Background: an optimization exercise with open tools, aiming at small area and a short achievable clock period. Do not read the settings as production practice. The RTL was checked by simulation tests, not by an equivalence proof against the original design.

Setup of run 1:
## iq_comp
module iq_comp (
	input clk, RESETn,
	input freeze_iqcomp,
	input [1:0] op_mode,
	input [3:0] Ix, Qx,
	input signed [12:0] Wr_in, Wj_in,
	output reg signed [3:0] Iy, Qy,
	output wire settled,
	output reg signed [12:0] Wr, Wj
);
assign settled = freeze_iqcomp;
wire [3:0] xi = {~Ix[3], Ix[2:0]};
wire [3:0] xq = {~Qx[3], Qx[2:0]};
wire int_w = ~op_mode[1] & op_mode[0];                   
wire sel_c = op_mode[1] ^ op_mode[0];                    
wire upd   = RESETn & int_w & ~freeze_iqcomp;           
wire keep  = RESETn & (op_mode[1] ^ op_mode[0]);        
wire [12:0] ur, uj;
iq_mux2x2 u_ur_0 (.a0(Wr_in[0]), .a1(Wr[0]), .s(op_mode[0]), .y(ur[0]));
iq_mux2x2 u_ur_1 (.a0(Wr_in[1]), .a1(Wr[1]), .s(op_mode[0]), .y(ur[1]));
iq_mux2x2 u_ur_2 (.a0(Wr_in[2]), .a1(Wr[2]), .s(op_mode[0]), .y(ur[2]));
iq_mux2x2 u_ur_3 (.a0(Wr_in[3]), .a1(Wr[3]), .s(op_mode[0]), .y(ur[3]));
iq_mux2x2 u_ur_4 (.a0(Wr_in[4]), .a1(Wr[4]), .s(op_mode[0]), .y(ur[4]));
iq_mux2x2 u_ur_5 (.a0(Wr_in[5]), .a1(Wr[5]), .s(op_mode[0]), .y(ur[5]));
iq_mux2x2 u_ur_6 (.a0(Wr_in[6]), .a1(Wr[6]), .s(op_mode[0]), .y(ur[6]));
iq_mux2x2 u_ur_7 (.a0(Wr_in[7]), .a1(Wr[7]), .s(op_mode[0]), .y(ur[7]));
iq_mux2x2 u_ur_8 (.a0(Wr_in[8]), .a1(Wr[8]), .s(op_mode[0]), .y(ur[8]));
iq_mux2x2 u_ur_9 (.a0(Wr_in[9]), .a1(Wr[9]), .s(op_mode[0]), .y(ur[9]));
iq_mux2x2 u_ur_10 (.a0(Wr_in[10]), .a1(Wr[10]), .s(op_mode[0]), .y(ur[10]));
iq_mux2x2 u_ur_11 (.a0(Wr_in[11]), .a1(Wr[11]), .s(op_mode[0]), .y(ur[11]));
iq_mux2x2 u_ur_12 (.a0(Wr_in[12]), .a1(Wr[12]), .s(op_mode[0]), .y(ur[12]));
iq_mux2x2 u_uj_0 (.a0(Wj_in[0]), .a1(Wj[0]), .s(op_mode[0]), .y(uj[0]));
iq_mux2x2 u_uj_1 (.a0(Wj_in[1]), .a1(Wj[1]), .s(op_mode[0]), .y(uj[1]));
iq_mux2x2 u_uj_2 (.a0(Wj_in[2]), .a1(Wj[2]), .s(op_mode[0]), .y(uj[2]));
iq_mux2x2 u_uj_3 (.a0(Wj_in[3]), .a1(Wj[3]), .s(op_mode[0]), .y(uj[3]));
iq_mux2x2 u_uj_4 (.a0(Wj_in[4]), .a1(Wj[4]), .s(op_mode[0]), .y(uj[4]));
iq_mux2x2 u_uj_5 (.a0(Wj_in[5]), .a1(Wj[5]), .s(op_mode[0]), .y(uj[5]));
  ...
Size in the first run: ~790 cells after synthesis.
clock: 8.0 ns
lec_check: 0
cap_margin: 20
core_margin: 2
core_utilization: 40
cts_buf_list: sky130_fd_sc_hd__clkbuf_8
setup_slack_margin: 2.6
slew_margin: 20
synth_hierarchical: 1
synth_minimum_keep_size: 0
standard.sh (not shown) runs the stock make flow with config.mk's settings and CLKGATE_MAP_FILE= SYNTH_SCRIPT=/design/flow/synth_recipe.tcl, a recipe that flattens the netlist after the stock synthesis.
==> flow/flow/run.sh <==
#!/bin/bash
# Layout flow: the standard flow, with two changes:
#  - synthesis maps the RTL's leaf modules to the cells given in
#    flow/cells_map.v (via ORFS's SYNTH_CANONICALIZE_TCL hook);
#  - port buffers are buf_1 cells.
set -euo pipefail
here=$(pwd)
export SYNTH_CANONICALIZE_TCL="$here/flow/canon.tcl"
export BUFFER_PORTS_ARGS="-buffer_cell sky130_fd_sc_hd__buf_1"
bash standard.sh > "$here/standard.log" 2>&1
Other scripts of this flow, unchanged in this note and not shown: flow/flow/canon.tcl, flow/flow/cells_map.v, flow/flow/leaf_modules.txt
Run 1 has completed all stages; timing, DRC and antenna checks passed.
Input changes introduced in run 2 (baseline for comparison: run 1):
- swapping 2.6 for 2.5 in SETUP_SLACK_MARGIN
- putting PLACE_DENSITY at 0.7 where nothing was set
Results
- Both conditions hold for run 2: the flow ran to the end and the final layout passed the timing, DRC and antenna checks.
- Per the comparison of run 2 with run 1, half-perimeter wire length after placement went down, global-route usage now sits lower, total stage count of the critical path went up by 1, post-CTS resize count moved down.
- Diff run 1..run 2 | chip width | unchanged
- Run 2 vs run 1, highest-delay cell along the critical path: sky130_fd_sc_hd__fa_2 vs sky130_fd_sc_hd__fa_1
- Run 2 vs. run 1: total vias in the final route moved up, total met3 wirelength after detailed routing moved down, count of buffers not belonging to the clock network in the layout moved up.
--- input diff run 2..run 3 ---
- SETUP_SLACK_MARGIN: 2.5 -> 2.25
- PLACE_DENSITY: 0.7 -> unset
Notes after the runs:
In run 3, the signed area change from the synthesized netlist to the final layout came out 3.3 points below the value in run 2.
Relative to run 2, the total of fill cells in the finished design measured on run 3 has increased by a few percent.
Max-slew headroom at the worst pin: run 3 worse than run 2
Register-to-register slack was lower in the run labelled run 2.
Sequential share of cell area sits higher in run 3 than in run 2.
Cmp run 2 and run 3 / fmax / lower: run 3
Between run 2 and run 3, final instance count without filler cells is higher for run 2, run 3 comes in under that.
Residual antenna-violating net count after detailed routing: run 3 vs run 2 identical
First-pass GRT wire length, run 3 vs run 2: up by a few percent

---

## violet
iq_comp, a different RTL version from the one above (not shown whole).
Size in the first run: roughly 800 cells after synthesis, about 34 flip-flops, ~74 I/O pins, ~0.0070 mm² of cells after synthesis.
clock: 8.0 ns
lec_check: 0
cap_margin: 20
core_margin: 2
core_utilization: 40
cts_buf_list: sky130_fd_sc_hd__clkbuf_8
setup_slack_margin: 2.0
slew_margin: 20
synth_hierarchical: 1
synth_minimum_keep_size: 0
==> flow/flow/run.sh <==
#!/bin/bash
# Layout flow: the standard flow, with two changes:
#  - synthesis maps the RTL's leaf modules to the cells given in
#    flow/cells_map.v (via ORFS's SYNTH_CANONICALIZE_TCL hook);
#  - port buffers are buf_2 cells.
set -euo pipefail
here=$(pwd)
export SYNTH_CANONICALIZE_TCL="$here/flow/canon.tcl"
export BUFFER_PORTS_ARGS="-buffer_cell sky130_fd_sc_hd__buf_1"
export RECOVER_POWER=100
bash standard.sh > "$here/standard.log" 2>&1
Other scripts of this flow, unchanged in this note and not shown: flow/flow/canon.tcl, flow/flow/cells_map.v, flow/flow/leaf_modules.txt
violet finished all stages; the layout is clean.
## Diff of input files: fjord against violet
diff --git a/flow/flow/run.sh b/flow/flow/run.sh
--- a/flow/flow/run.sh
+++ b/flow/flow/run.sh
@@ -10 +9,0 @@
-export RECOVER_POWER=100
[summary]
fjord vs. violet: combined area of the multi-input logic cells saw little to no change. fjord leaves more setup margin than violet. Delta (fjord minus violet): cell count of the worst hold path about even, routed wire length was more or less identical, post-cts repair resize count did not really move. fjord | stages: all done | timing, DRC, antenna: all pass. Going from violet to fjord, upper clock frequency limit shows an increase of 8.9%, final critical-path share of the clock period went down.
### fjord -> juniper
diff --git a/flow/config.mk b/flow/config.mk
--- a/flow/config.mk
+++ b/flow/config.mk
@@ -12 +12 @@
-export SETUP_SLACK_MARGIN = 2.0
+export SETUP_SLACK_MARGIN = 2.25
--- outcome ---
- Of fjord and juniper, the lower sequential share of layout area belongs to juniper.
- Looking at fjord and juniper, the clock tree buffer count of the final layout is a wash.
- juniper vs fjord: per-cell routed wire length up by a few percent
- fjord → juniper: smallest setup slack after layout saw an increase; aggregate routed wire length saw an increase.

## what the ideal ports hide
The results above use ideal ports. As a check the final layouts listed here were re-extracted and re-timed, cells and wires unchanged.
Step 1: set_driving_cell puts a clkbuf_16 on clk and a buf_2 on each other input, an assumption about the parent block.
Step 2 adds t to the input delays and takes it off the output delays; t is the mean of the earliest and latest rising clock arrival at the registers after step 1. Input paths then give back, and output paths get back, about the clock's delay inside the block.
a / b / c = ideal / step 1 / step 2; a / b = the first two.
run	t (ns)	setup WS [ns]	worst setup path at the end	slew at the worst register clock pin (ns)
run 1	0.327	2.740 / 2.706 / 2.380	input to register	0.08 / 0.08
run 2	0.329	2.676 / 2.684 / 2.356	input to register	0.08 / 0.08
run 3	0.325	2.513 / 2.519 / 2.194	input to register	0.08 / 0.08
violet	0.356	1.809 / 1.816 / 1.459	input to register	0.09 / 0.09
fjord	0.353	2.313 / 2.319 / 1.966	input to register	0.08 / 0.08
juniper	0.354	2.406 / 2.393 / 2.038	input to register	0.09 / 0.09
After both steps setup and hold are still met in every run listed. For juniper, which loses most, drivers alone change the setup slack by -0.013 ns; drivers and shift together by -0.368 ns.
